This design comes from an exercise in tuning for small area on the open sky130 flow, not from production work.
Function was checked by simulation only, so behaviour that the tests miss may differ from the original.
Power and IR drop assume default switching activity.

## job 5823
## SDI_Delay_NB6L295
module SDI_Delay_NB6L295(
    input [10:0]        In_1, In_2, In_3, In_4, In_5, In_6, In_7, In_8,
    input               Clk,
    input               Reset,
    output [7:0]        EN,       
    output reg          SDIN,     
    output reg          SLOAD,    
    output              SCLK      
    );
export LEC_CHECK = 0
export CAP_MARGIN = 20
export CORE_MARGIN = 2
export CORE_UTILIZATION = 40
export PLACE_DENSITY = 0.6
export SLEW_MARGIN = 20
export SYNTH_HIERARCHICAL = 1
create_clock -name core_clock -period 5.0 [get_ports {Clk}]
standard.sh (not shown) runs the stock make flow with config.mk's settings and CLKGATE_MAP_FILE= SYNTH_SCRIPT=/design/flow/synth_recipe.tcl, a recipe that flattens the netlist after the stock synthesis.
==> flow/flow/run.sh <==
#!/bin/bash
# Layout flow: the standard ORFS flow (standard.sh: unchanged synthesis,
# floorplan, power grid, placement, CTS and routing) with these settings:
#  - the buffers that buffer_ports puts on every input and output port are the
#    smallest buffer cell, sky130_fd_sc_hd__buf_1 (timing repair may resize them);
#  - the clock tree is built from sky130_fd_sc_hd__clkbuf_4 (root clkbuf_16) without dummy loads;
#  - the buffers ABC inserted are removed at floorplan (repair_design adds back
#    what is needed), and non-critical gates are downsized after global routing.
# make's full output goes to flow_make.log in this folder; each ORFS step
# writes its own log under orfs/logs/.
set -euo pipefail
export BUFFER_PORTS_ARGS="-buffer_cell sky130_fd_sc_hd__buf_1"
export CTS_ARGS="-sink_clustering_enable -repair_clock_nets -root_buf sky130_fd_sc_hd__clkbuf_16 -buf_list sky130_fd_sc_hd__clkbuf_4 -dont_use_dummy_load"
export REMOVE_ABC_BUFFERS=1
export RECOVER_POWER=100
bash standard.sh finish > flow_make.log 2>&1
Job 5823 completed; timing, DRC and antenna clean
Input-level comparison between job 6764 and job 5823:
==> flow/run.sh (new file) <==
#!/bin/bash
# synth_recipe.tcl (not shown) runs the flow's synth.tcl, then flattens the netlist and writes it again
# the make line also repeats each setting of config.mk as NAME=value (left out here)
make -C /OpenROAD-flow-scripts/flow DESIGN_CONFIG=/design/flow/config.mk WORK_HOME=/design/flow/orfs CLKGATE_MAP_FILE= SYNTH_SCRIPT=/design/flow/synth_recipe.tcl finish
diff --git a/flow/config.mk b/flow/config.mk
--- a/flow/config.mk
+++ b/flow/config.mk
@@ -10,2 +10,3 @@
 export CORE_UTILIZATION = 40
+export CTS_BUF_LIST = sky130_fd_sc_hd__clkbuf_8
 export PLACE_DENSITY = 0.6
removed: flow/flow/run.sh
removed: flow/standard.sh
==> summary.txt <==
- Looking at share of the clock period used by the worst path after layout, job 6764 sits 0.47 points higher than job 5823 does.
- Count of clock-buffer cells in the layout in job 6764 is 3 above job 5823.
- From job 5823 to job 6764, number of buffers and inverters on the critical path did not move at all.
- The post-route cell area number comes out higher for job 6764 vs job 5823.
- Diff job 5823 -> job 6764: sequential power picked up an extra about 0.4%, cell count rose 6, register-to-register slack +0.28 ns.
- Compared with job 5823, job 6764 shows a total global routing track utilization that is 0.75 points higher.
- Compared with job 5823, wire length of the first global-routing pass in job 6764 increased by a few percent.
- Between job 5823 and job 6764, the difference in ratio of routed vias to standard cells is negligible.
> inputs changed (job 6764 -> job 5144)
==> flow/flow/run.sh (new file) <==
#!/bin/bash
# Layout flow: the standard ORFS flow (standard.sh, unchanged synthesis,
# floorplan, power grid, placement, CTS and routing) with one difference: the
# buffers that buffer_ports puts on every input and output port are the
# smallest buffer cell, sky130_fd_sc_hd__buf_1, instead of the cell the
# resizer picks by default. Timing repair may still resize them.
# make's full output goes to flow_make.log in this folder; each ORFS step
# writes its own log under orfs/logs/.
set -euo pipefail
export BUFFER_PORTS_ARGS="-buffer_cell sky130_fd_sc_hd__buf_1"
bash standard.sh finish > flow_make.log 2>&1
==> flow/standard.sh (new file) <==
#!/bin/bash
# synth_recipe.tcl (not shown) runs the flow's synth.tcl, then flattens the netlist and writes it again
# the make line also repeats each setting of config.mk as NAME=value (left out here)
make -C /OpenROAD-flow-scripts/flow DESIGN_CONFIG=/design/flow/config.mk WORK_HOME=/design/flow/orfs CLKGATE_MAP_FILE= SYNTH_SCRIPT=/design/flow/synth_recipe.tcl "${@:-finish}"
diff --git a/flow/config.mk b/flow/config.mk
--- a/flow/config.mk
+++ b/flow/config.mk
@@ -10,3 +10,2 @@
 export CORE_UTILIZATION = 40
-export CTS_BUF_LIST = sky130_fd_sc_hd__clkbuf_8
 export PLACE_DENSITY = 0.6
removed: flow/run.sh
Delta (job 5144 minus job 6764): clock input transition at the sequential cells of the worst setup and hold paths lower; hold slack lower; area of placed instances lower.
The following lists how job 2393 was set up differently from job 5144:
==> flow/flow/run.sh <==
#!/bin/bash
# Layout flow: the standard ORFS flow (standard.sh: unchanged synthesis,
# floorplan, power grid, placement, CTS and routing) with these settings:
#  - the buffers that buffer_ports puts on every input and output port are the
#    smallest buffer cell, sky130_fd_sc_hd__buf_1 (timing repair may resize them);
#  - the clock tree is built from sky130_fd_sc_hd__clkbuf_8 without dummy loads;
#  - the buffers ABC inserted are removed at floorplan (repair_design adds back
#    what is needed), and non-critical gates are downsized after global routing.
# make's full output goes to flow_make.log in this folder; each ORFS step
# writes its own log under orfs/logs/.
set -euo pipefail
export BUFFER_PORTS_ARGS="-buffer_cell sky130_fd_sc_hd__buf_1"
export CTS_ARGS="-sink_clustering_enable -repair_clock_nets -buf_list sky130_fd_sc_hd__clkbuf_8 -dont_use_dummy_load"
export REMOVE_ABC_BUFFERS=1
export RECOVER_POWER=100
bash standard.sh finish > flow_make.log 2>&1
diff --git a/flow/config.mk b/flow/config.mk
--- a/flow/config.mk
+++ b/flow/config.mk
@@ -9,4 +9,4 @@
 export CORE_MARGIN = 2
-export CORE_UTILIZATION = 40
-export PLACE_DENSITY = 0.6
+export CORE_UTILIZATION = 70
+export PLACE_DENSITY = 0.85
 export SLEW_MARGIN = 20
Delta(register fraction of the total cell area, job 2393 - job 5144) > 0. Job 2393 vs. job 5144: clock buffer instance count of the final layout now smaller; wire length per cell now larger. Per the comparison of job 2393 with job 5144, cell count moved down, share of cells above drive strength 1 moved down, worst hold margin moved up. [job 2393 vs job 5144] data arrival time of the worst path: higher in job 2393. Of job 5144 and job 2393, the higher power belongs to job 5144.
--- input diff job 2393..job 3948 ---
==> flow/run.sh (new file) <==
#!/bin/bash
# synth_recipe.tcl (not shown) runs the flow's synth.tcl, then flattens the netlist and writes it again
# the make line also repeats each setting of config.mk as NAME=value (left out here)
make -C /OpenROAD-flow-scripts/flow DESIGN_CONFIG=/design/flow/config.mk WORK_HOME=/design/flow/orfs CLKGATE_MAP_FILE= SYNTH_SCRIPT=/design/flow/synth_recipe.tcl finish
diff --git a/flow/config.mk b/flow/config.mk
--- a/flow/config.mk
+++ b/flow/config.mk
@@ -9,4 +9,4 @@
 export CORE_MARGIN = 2
-export CORE_UTILIZATION = 70
-export PLACE_DENSITY = 0.85
+export CORE_UTILIZATION = 40
+export PLACE_DENSITY = 0.6
 export SLEW_MARGIN = 20
removed: flow/flow/run.sh
removed: flow/standard.sh
### Flow results
- Side by side, sequential share of cell area turned out lower in job 3948 than in job 2393.
- Compared with job 2393, total met3 wirelength after detailed routing in job 3948 decreased by more than a quarter.
- Job 3948 vs. job 2393: first-iteration DRC count went up by about 10%.
- Wire length of the first global-routing pass (job 3948 vs. job 2393) increases by a little under 10%
- STATUS HPWL after detailed placement: job 3948 loses against job 2393
- Final design instance area without fill, job 3948 vs job 2393: up by more than 10%
- Reported for job 3948 and job 2393, total global routing overflow turned out identical to the last digit.

port drivers added, routing unchanged:
Ports are ideal in the flow. The routed layouts listed here were re-timed in OpenROAD.
Step 1: set_driving_cell puts a clkbuf_16 on Clk and a buf_2 on each other input, an assumption about the parent block.
Step 2, shift: input delay + t, output delay - t, t = (earliest + latest rising clock arrival at the registers) / 2. This alone moves slack from input paths to output paths.
a / b / c = ideal / step 1 / step 2; a / b = the first two.
run	shift t [ns]	slack for setup (ns)	worst setup path at the end
job 5823	0.384	1.179 / 1.137 / 1.161	input to register
job 6764	0.411	1.155 / 1.122 / 1.406	input to register
job 5144	0.389	1.601 / 1.560 / 1.645	input to register
job 2393	0.397	1.463 / 1.435 / 1.074	input to register
job 3948	0.389	1.214 / 1.175 / 1.440	input to register
After both steps setup and hold are still met in every run listed. The setup slack of job 2393, which loses most, moves by -0.028 ns with the drivers and by -0.389 ns with both steps.
